From an optimization exercise on the open Yosys and OpenROAD flow, aimed at small area; shortcuts taken in it are not production practice. Function was checked by simulation only, so behaviour that the tests miss may differ from the original. The flow treats the clock pin as an ideal source. Dropping or thinning the clock tree relies on that and would not hold on a real chip. Power figures rest on the tool's default switching activity, not on a simulated workload.

## the previous run
==> flow/design.v (excerpt) <==
module Player_Block_T (
    input  logic        clk,
    input  logic        resetN,
    input  logic [10:0] pixelX,
    input  logic [10:0] pixelY,
    input  logic        startOfFrame,
    input  logic        up_key,
    input  logic        down_key,
    input  logic        left_key,
    input  logic        right_key,
    input  logic        column_collision,
    input  logic [1:0]  speed_level,
    input  logic        mode_sel,
    input  logic        game_on,
    input  logic        player_hit,
    input  logic        turbo_pulse,
    output logic [10:0] player_topLeftX,
    output logic [10:0] player_topLeftY,
    output logic        playerDR,
    output logic [7:0]  playerRGB,
    output logic        player_invulnerable
);
Size in the first run: about 68 I/O pins.
==> flow/config.mk <==
export PLATFORM = sky130hd
export DESIGN_NAME = Player_Block_T
export DESIGN_NICKNAME = Player_Block_T
export VERILOG_FILES = /design/flow/design.v
export SDC_FILE = /design/flow/constraint.sdc
export NUM_CORES = 8
export LEC_CHECK = 0
export ABC_AREA = 1
export CAP_MARGIN = 20
export CORE_MARGIN = 2
export CORE_UTILIZATION = 78
export PLACE_DENSITY = 0.88
export SLEW_MARGIN = 20
==> flow/constraint.sdc <==
create_clock -name core_clock -period 10.0 [get_ports {clk}]
set_input_delay 2.0000 -clock core_clock [delete_from_list [all_inputs] [get_ports {clk}]]
set_output_delay 2.0000 -clock core_clock [all_outputs]
set_load 0.01 [all_outputs]
standard.sh (not shown) runs the stock make flow with config.mk's settings and CLKGATE_MAP_FILE= SYNTH_SCRIPT=/design/flow/synth_recipe.tcl, a recipe that flattens the netlist after the stock synthesis.
==> flow/flow/run.sh <==
#!/bin/bash
# Layout flow: the standard synthesis; then an area-oriented re-mapping of the
# combinational logic only (every register instance is kept as synthesis made it);
# then the standard layout steps, with single-strength port buffers and a
# lighter clock tree (flow/cts_hook.tcl). Each tool's output goes to a log_*.log file here.
set -euo pipefail
HERE=$(pwd)
R=$HERE/orfs/results/sky130hd/Player_Block_T/base

# 1. standard synthesis, unchanged
bash standard.sh synth > log_1_standard_synth.log 2>&1
cp "$R/1_2_yosys.v" "$HERE/standard_1_2_yosys.v"

# 2. re-map the combinational logic for area (registers are black boxes here);
#    16 runs with different optimisation seeds, the smallest netlist is kept
bash flow/remap.sh "$HERE/standard_1_2_yosys.v" "$HERE/remapped_1_2_yosys.v" "$HERE/remap" 16 "-J 1000" \
    > log_2_remap.log 2>&1
cp "$HERE/remapped_1_2_yosys.v" "$R/1_2_yosys.v"
touch "$R/1_2_yosys.v"

# 3. the rest of the standard layout
export BUFFER_PORTS_ARGS="-buffer_cell sky130_fd_sc_hd__buf_1"
export SKIP_REPAIR_TIE_FANOUT=1
export PRE_CTS_TCL="$HERE/flow/cts_hook.tcl"
export FLOW_CLK_K=4
export FLOW_CLK_MODE=bisect
export FLOW_CLK_SLEW_PS=105
bash standard.sh > log_3_standard_layout.log 2>&1
Other scripts of this flow, unchanged in this note and not shown: flow/flow/cts_hook.tcl, flow/flow/remap.abc, flow/flow/remap.sh, flow/flow/remap.ys
The log for the previous run ends in 3_3_place_gp with error GPL-0301, so the run never completed.
### the previous run -> the current run
Settings: a change of CORE_UTILIZATION from 78 to 65; a change of PLACE_DENSITY from 0.88 to 0.75.
### Flow results
- Looking at the reports, the current run completed the entire flow and the layout it produced met the timing, DRC and antenna checks.
- Compared with the previous run, in the current run starting density of the core now smaller, die boundary height now larger, overall die width now larger, total number of placement rows now larger.
The clock cells of the current run come from the design's own scripts or RTL, not from TritonCTS.

Setup of red:
Player_Block_T, a different RTL version from the one above (not shown whole).
For scale: about 4300 um^2 of cells after synthesis.
Settings: LEC_CHECK=0, CAP_MARGIN=20, CORE_MARGIN=2, CORE_UTILIZATION=40, SLEW_MARGIN=20; clock period 10.0 ns.
==> flow/flow/run.sh <==
#!/bin/bash
# Layout flow: the standard synthesis; then an area-oriented re-mapping of the
# combinational logic only (every register instance is kept as synthesis made it);
# then the standard layout steps, with single-strength port buffers and a
# lighter clock tree. Each tool's output goes to a log_*.log file here.
set -euo pipefail
HERE=$(pwd)
R=$HERE/orfs/results/sky130hd/Player_Block_T/base
LIB=$FLOW_HOME/platforms/sky130hd/lib/sky130_fd_sc_hd__tt_025C_1v80.lib

# 1. standard synthesis, unchanged
bash standard.sh synth > log_1_standard_synth.log 2>&1
cp "$R/1_2_yosys.v" "$HERE/standard_1_2_yosys.v"

# 2. re-map the combinational logic for area (registers are black boxes here)
DU=$(grep -o 'cell *( *"\{0,1\}sky130_fd_sc_hd__\(lpflow\|probe\|fill\)[a-z0-9_]*' "$LIB" \
     | sed 's/.*sky130/sky130/' | sort -u | sed 's/^/-dont_use /' | tr '\n' ' ')
sed -e "s|@LIB@|$LIB|g" -e "s|@DU@|$DU|" -e "s|@IN@|$HERE/standard_1_2_yosys.v|" \
    -e "s|@OUT@|$HERE/remapped_1_2_yosys.v|" -e "s|@ABC@|$HERE/flow/remap.abc|" \
    flow/remap.ys > remap_run.ys
yosys -s remap_run.ys > log_2_remap_yosys.log 2>&1
cp "$HERE/remapped_1_2_yosys.v" "$R/1_2_yosys.v"
touch "$R/1_2_yosys.v"

# 3. the rest of the standard layout
export BUFFER_PORTS_ARGS="-buffer_cell sky130_fd_sc_hd__buf_1"
export CTS_ARGS="-sink_clustering_enable -sink_clustering_size 30 -sink_clustering_max_diameter 300 -repair_clock_nets -buf_list sky130_fd_sc_hd__clkbuf_8 -dont_use_dummy_load"
bash standard.sh > log_3_standard_layout.log 2>&1
==> flow/flow/remap.abc <==
strash
&get -n
&deepsyn -T 120
&put
dch -f
amap
topo
dnsize
==> flow/flow/remap.ys <==
# Re-map the combinational cells of the standard synthesis netlist for area.
# Register cells (and tie cells) stay black boxes, so they keep names and types.
read_liberty -ignore_miss_func @LIB@
blackbox sky130_fd_sc_hd__df* sky130_fd_sc_hd__edf* sky130_fd_sc_hd__sdf* sky130_fd_sc_hd__dl* sky130_fd_sc_hd__conb_1
read_verilog @IN@
hierarchy -top Player_Block_T
flatten
opt_clean
stat
abc -liberty @LIB@ @DU@ -script @ABC@
opt_clean -purge
hilomap -singleton -hicell sky130_fd_sc_hd__conb_1 HI -locell sky130_fd_sc_hd__conb_1 LO
splitnets
opt_clean -purge
stat -liberty @LIB@

write_verilog -noattr -noexpr -nohex -nodec @OUT@
# sanity check of the written netlist with the cells as black boxes
design -reset
read_liberty -lib @LIB@
read_verilog @OUT@
hierarchy -top Player_Block_T
check -assert
red: all stages complete, timing, DRC and antenna checks passed
### red -> blue
- CORE_UTILIZATION: 40 -> 65
- PLACE_DENSITY: unset -> 0.75
Findings:
- Cmp blue and red / first-pass iteration count of the detailed router / higher: red
- Compared with red, in blue arrival time of data at the critical path endpoint decreased 0.24 ns, portion of total power attributed to combinational logic increased 0.2 points, post-route minimum period decreased 0.23 ns, sequential power essentially unchanged.
- In the reports for blue and red, the larger net switching fraction of the power belongs to blue.
- Taking red as the reference point, the headroom to the max-slew limit of blue falls by 1.2 points.
Modified inputs, green compared to blue
- CORE_UTILIZATION: 65 -> 40
- PLACE_DENSITY: 0.75 -> unset
diff --git a/flow/flow/run.sh b/flow/flow/run.sh
--- a/flow/flow/run.sh
+++ b/flow/flow/run.sh
@@ -25,4 +25,4 @@
 # 3. the rest of the standard layout
 export BUFFER_PORTS_ARGS="-buffer_cell sky130_fd_sc_hd__buf_1"
-export CTS_ARGS="-sink_clustering_enable -sink_clustering_size 30 -sink_clustering_max_diameter 300 -repair_clock_nets -buf_list sky130_fd_sc_hd__clkbuf_8 -dont_use_dummy_load"
+export CTS_ARGS="-sink_clustering_enable -repair_clock_nets -buf_list sky130_fd_sc_hd__clkbuf_4 -dont_use_dummy_load"
 bash standard.sh > log_3_standard_layout.log 2>&1
==> flow/flow/remap.abc <==
strash
&get -n
&deepsyn -T 120
&put
dch -f
map -a
topo
dnsize
[summary]
- [compare] base=blue new=green: core utilization went down by 29 points, power after layout went up by 0.087 mW, part of the cycle the worst path needs has increased, initial core utilization now smaller.
- On overall routed net length, blue and green are basically level.

## try-amber
Another version of the RTL of Player_Block_T (not shown whole).
For scale: ~4000 um2 of cells after synthesis.
Settings: LEC_CHECK=0, ABC_AREA=1, CAP_MARGIN=20, CORE_MARGIN=2, CORE_UTILIZATION=65, PLACE_DENSITY=0.75, SLEW_MARGIN=20; clock period 10.0 ns.
==> flow/flow/run.sh <==
#!/bin/bash
# Layout flow: the standard synthesis; then an area-oriented re-mapping of the
# combinational logic only (every register instance is kept as synthesis made it);
# then the standard layout steps, with single-strength port buffers and a
# lighter clock tree (flow/cts_hook.tcl). Each tool's output goes to a log_*.log file here.
set -euo pipefail
HERE=$(pwd)
R=$HERE/orfs/results/sky130hd/Player_Block_T/base

# 1. standard synthesis, unchanged
bash standard.sh synth > log_1_standard_synth.log 2>&1
cp "$R/1_2_yosys.v" "$HERE/standard_1_2_yosys.v"

# 2. re-map the combinational logic for area (registers are black boxes here);
#    24 runs with different optimisation seeds from the netlist as it is, 24 from it
#    after one ABC dc2 pass and 24 after an ABC resyn2-style pass, each also mapped
#    with other amap settings; the smallest netlist is kept
bash flow/remap.sh "$HERE/standard_1_2_yosys.v" "$HERE/remapped_a.v" "$HERE/remap_a" 24 "-J 1000" \
    > log_2_remap_a.log 2>&1
bash flow/remap.sh "$HERE/standard_1_2_yosys.v" "$HERE/remapped_b.v" "$HERE/remap_b" 24 "-J 1000" "dc2" \
    > log_2_remap_b.log 2>&1
bash flow/remap.sh "$HERE/standard_1_2_yosys.v" "$HERE/remapped_c.v" "$HERE/remap_c" 24 "-J 1000" \
    "balance; rewrite; refactor; balance; rewrite; rewrite -z; balance; refactor -z; rewrite -z; balance" \
    > log_2_remap_c.log 2>&1
best=""; best_area=""
for v in a b c; do
  a=$(sed -n 's/^keeping run .* (area \(.*\))$/\1/p' log_2_remap_$v.log)
  echo "$v: $a" >> log_2_remap.log
  if [[ -z "$best" ]] || (( $(echo "$a < $best_area" | bc -l) )); then best=$v; best_area=$a; fi
done
echo "keeping $best" >> log_2_remap.log
cp "$HERE/remapped_$best.v" "$HERE/remapped_1_2_yosys.v"
cp "$HERE/remapped_1_2_yosys.v" "$R/1_2_yosys.v"
touch "$R/1_2_yosys.v"

# 3. the rest of the standard layout
export BUFFER_PORTS_ARGS="-buffer_cell sky130_fd_sc_hd__buf_1"
export SKIP_REPAIR_TIE_FANOUT=1
export PRE_CTS_TCL="$HERE/flow/cts_hook.tcl"
export FLOW_CLK_K=4
export FLOW_CLK_MODE=bisect
export FLOW_CLK_SLEW_PS=105
bash standard.sh > log_3_standard_layout.log 2>&1
Scripts as last shown in full above: flow/flow/remap.ys
Other scripts of this flow, unchanged in this note and not shown: flow/flow/cts_hook.tcl, flow/flow/remap.abc, flow/flow/remap.sh, flow/flow/remap_map.abc
#### Input delta (try-sierra over try-amber)
-- flow/flow/run.sh --
<<< try-amber, line 14
# 2. re-map the combinational logic for area (registers are black boxes here);
#    24 runs with different optimisation seeds from the netlist as it is, 24 from it
#    after one ABC dc2 pass and 24 after an ABC resyn2-style pass, each also mapped
#    with other amap settings; the smallest netlist is kept
bash flow/remap.sh "$HERE/standard_1_2_yosys.v" "$HERE/remapped_a.v" "$HERE/remap_a" 24 "-J 1000" \
    > log_2_remap_a.log 2>&1
bash flow/remap.sh "$HERE/standard_1_2_yosys.v" "$HERE/remapped_b.v" "$HERE/remap_b" 24 "-J 1000" "dc2" \
    > log_2_remap_b.log 2>&1
bash flow/remap.sh "$HERE/standard_1_2_yosys.v" "$HERE/remapped_c.v" "$HERE/remap_c" 24 "-J 1000" \
    "balance; rewrite; refactor; balance; rewrite; rewrite -z; balance; refactor -z; rewrite -z; balance" \
>>> try-sierra, line 14
# 2. re-map the combinational logic for area (registers are black boxes here);
#    16 runs with different optimisation seeds from the netlist as it is, 16 from it
#    after one ABC dc2 pass and 16 after an ABC resyn2-style pass, each also mapped
#    with other amap settings; the smallest netlist is kept
bash flow/remap.sh "$HERE/standard_1_2_yosys.v" "$HERE/remapped_a.v" "$HERE/remap_a" 16 "-J 1000" \
    > log_2_remap_a.log 2>&1
bash flow/remap.sh "$HERE/standard_1_2_yosys.v" "$HERE/remapped_b.v" "$HERE/remap_b" 16 "-J 1000" "dc2" \
    > log_2_remap_b.log 2>&1
bash flow/remap.sh "$HERE/standard_1_2_yosys.v" "$HERE/remapped_c.v" "$HERE/remap_c" 16 "-J 1000" \
    "balance; rewrite; refactor; balance; rewrite; rewrite -z; balance; refactor -z; rewrite -z; balance" \
try-sierra vs. try-amber: summed area of non-filler cells in the final layout held, fraction of layout cells with a size suffix above 1 held.
The sequential fraction of design power on try-sierra is in line with that on try-amber.
Changes observed in try-sierra relative to try-amber: power per unit of standard cell area has remained practically unchanged; fraction of area in registers shows no meaningful change.
Compared try-sierra against try-amber; part of the power in combinational logic within noise.
Comparing try-amber against try-sierra, there is no change at all in setup slack.
--- input diff try-sierra..try-tundra ---
==> flow/flow/run.sh <==
#!/bin/bash
# Layout flow: the standard synthesis; then an area-oriented re-mapping of the
# combinational logic only (every register instance is kept as synthesis made it);
# then the standard layout steps, with single-strength port buffers and a
# lighter clock tree (flow/cts_hook.tcl). Each tool's output goes to a log_*.log file here.
set -euo pipefail
HERE=$(pwd)
R=$HERE/orfs/results/sky130hd/Player_Block_T/base

# 1. standard synthesis, unchanged
bash standard.sh synth > log_1_standard_synth.log 2>&1
cp "$R/1_2_yosys.v" "$HERE/standard_1_2_yosys.v"

# 2. re-map the combinational logic for area (registers are black boxes here);
#    16 runs with different optimisation seeds from the netlist as it is, and 16 from
#    it after one ABC dc2 pass, each also mapped with other amap settings; the
#    smallest netlist is kept
bash flow/remap.sh "$HERE/standard_1_2_yosys.v" "$HERE/remapped_a.v" "$HERE/remap_a" 16 "-J 1000" \
    > log_2_remap_a.log 2>&1
bash flow/remap.sh "$HERE/standard_1_2_yosys.v" "$HERE/remapped_b.v" "$HERE/remap_b" 16 "-J 1000" "dc2" \
    > log_2_remap_b.log 2>&1
area_a=$(sed -n 's/^keeping run .* (area \(.*\))$/\1/p' log_2_remap_a.log)
area_b=$(sed -n 's/^keeping run .* (area \(.*\))$/\1/p' log_2_remap_b.log)
if (( $(echo "$area_b < $area_a" | bc -l) )); then best=b; else best=a; fi
echo "a: $area_a b: $area_b, keeping $best" > log_2_remap.log
cp "$HERE/remapped_$best.v" "$HERE/remapped_1_2_yosys.v"
cp "$HERE/remapped_1_2_yosys.v" "$R/1_2_yosys.v"
touch "$R/1_2_yosys.v"

# 3. the rest of the standard layout
export BUFFER_PORTS_ARGS="-buffer_cell sky130_fd_sc_hd__buf_1"
export SKIP_REPAIR_TIE_FANOUT=1
export PRE_CTS_TCL="$HERE/flow/cts_hook.tcl"
export FLOW_CLK_K=4
export FLOW_CLK_MODE=bisect
export FLOW_CLK_SLEW_PS=105
bash standard.sh > log_3_standard_layout.log 2>&1
Notes after the runs:
Relative to try-sierra, the sum of internal, switching and leakage power measured on try-tundra has decreased slightly.
The cell area of try-tundra exceeds that of try-sierra by 0.43%.
try-tundra ends up with a placement-stage worst setup slack that is 340 ps higher than in try-sierra.
try-tundra: power consumed by the clock network about 2.4% below try-sierra
As far as static leakage is concerned, try-tundra and try-sierra perform about the same.
Relative to try-sierra, the setup slack of the critical path after layout of try-tundra is higher by 340 ps.
Setup changes, try-tundra to try-lagoon
-- flow/flow/run.sh --
<<< try-tundra, line 14
# 2. re-map the combinational logic for area (registers are black boxes here);
#    16 runs with different optimisation seeds from the netlist as it is, and 16 from
#    it after one ABC dc2 pass, each also mapped with other amap settings; the
#    smallest netlist is kept
bash flow/remap.sh "$HERE/standard_1_2_yosys.v" "$HERE/remapped_a.v" "$HERE/remap_a" 16 "-J 1000" \
>>> try-lagoon, line 14
# 2. re-map the combinational logic for area (registers are black boxes here);
#    16 runs with different optimisation seeds from the netlist as it is, 16 from it
#    after one ABC dc2 pass, 16 after an ABC resyn2-style pass and 16 with &deepsyn's
#    two-input-LUT option, each also mapped with other amap settings; the smallest
#    netlist is kept
bash flow/remap.sh "$HERE/standard_1_2_yosys.v" "$HERE/remapped_a.v" "$HERE/remap_a" 16 "-J 1000" \
<<< try-tundra, line 21
    > log_2_remap_b.log 2>&1
area_a=$(sed -n 's/^keeping run .* (area \(.*\))$/\1/p' log_2_remap_a.log)
area_b=$(sed -n 's/^keeping run .* (area \(.*\))$/\1/p' log_2_remap_b.log)
if (( $(echo "$area_b < $area_a" | bc -l) )); then best=b; else best=a; fi
echo "a: $area_a b: $area_b, keeping $best" > log_2_remap.log
cp "$HERE/remapped_$best.v" "$HERE/remapped_1_2_yosys.v"
>>> try-lagoon, line 22
    > log_2_remap_b.log 2>&1
bash flow/remap.sh "$HERE/standard_1_2_yosys.v" "$HERE/remapped_c.v" "$HERE/remap_c" 16 "-J 1000" \
    "balance; rewrite; refactor; balance; rewrite; rewrite -z; balance; refactor -z; rewrite -z; balance" \
    > log_2_remap_c.log 2>&1
bash flow/remap.sh "$HERE/standard_1_2_yosys.v" "$HERE/remapped_d.v" "$HERE/remap_d" 16 "-J 1000 -t" \
    > log_2_remap_d.log 2>&1
best=""; best_area=""
for v in a b c d; do
  a=$(sed -n 's/^keeping run .* (area \(.*\))$/\1/p' log_2_remap_$v.log)
  echo "$v: $a" >> log_2_remap.log
  if [[ -z "$best" ]] || (( $(echo "$a < $best_area" | bc -l) )); then best=$v; best_area=$a; fi
done
echo "keeping $best" >> log_2_remap.log
cp "$HERE/remapped_$best.v" "$HERE/remapped_1_2_yosys.v"
try-tundra -> try-lagoon: average vias per placed instance increased slightly. Per the comparison of try-lagoon with try-tundra, total power of the final layout moved up, time the final worst path needs with I/O delays and setup went down by 600 ps. Summary of try-lagoon over try-tundra: power share of the clock group lost 0.3 points, arrival time at the worst endpoint -620 ps. try-lagoon vs. try-tundra: critical path depth down 6; final standard cell area without fillers down 0.51%; sequential group power up about 2%.
In every run of this note, the design's own scripts or RTL, not TritonCTS, make the clock network.

-- re-timing with driven ports --
The results above use ideal ports. As a check the final layouts listed here were re-extracted and re-timed, cells and wires unchanged.
Step 1 (the two cells are an assumption about what drives the block):
set clk [get_ports {clk}]
set_driving_cell -lib_cell sky130_fd_sc_hd__clkbuf_16 $clk
set_driving_cell -lib_cell sky130_fd_sc_hd__buf_2 [delete_from_list [all_inputs] $clk]
Step 2 also shifts input and output timing later by t, the mid clock arrival at the registers, as if the neighbouring blocks saw the same clock.
Three values: ideal, step 1, step 2; two values: the first two.
run | t, ns | setup slack, ns | worst slew at a driven data input, ns
the current run | 0.217 | 4.078 / 4.117 / 3.900 | 0.05
red | 0.373 | 4.461 / 4.470 / 4.097 | 0.04
blue | 0.359 | 4.687 / 4.692 / 4.333 | 0.05
green | 0.408 | 4.477 / 4.482 / 4.074 | 0.04
try-amber | 0.210 | 3.950 / 3.986 / 3.776 | 0.05
try-sierra | 0.210 | 3.950 / 3.986 / 3.776 | 0.05
try-tundra | 0.210 | 4.292 / 4.328 / 4.117 | 0.05
try-lagoon | 0.212 | 4.892 / 4.927 / 4.714 | 0.04
After both steps every run listed still meets setup and hold. For green, which loses most, drivers alone change the setup slack by +0.005 ns; drivers and shift together by -0.403 ns.
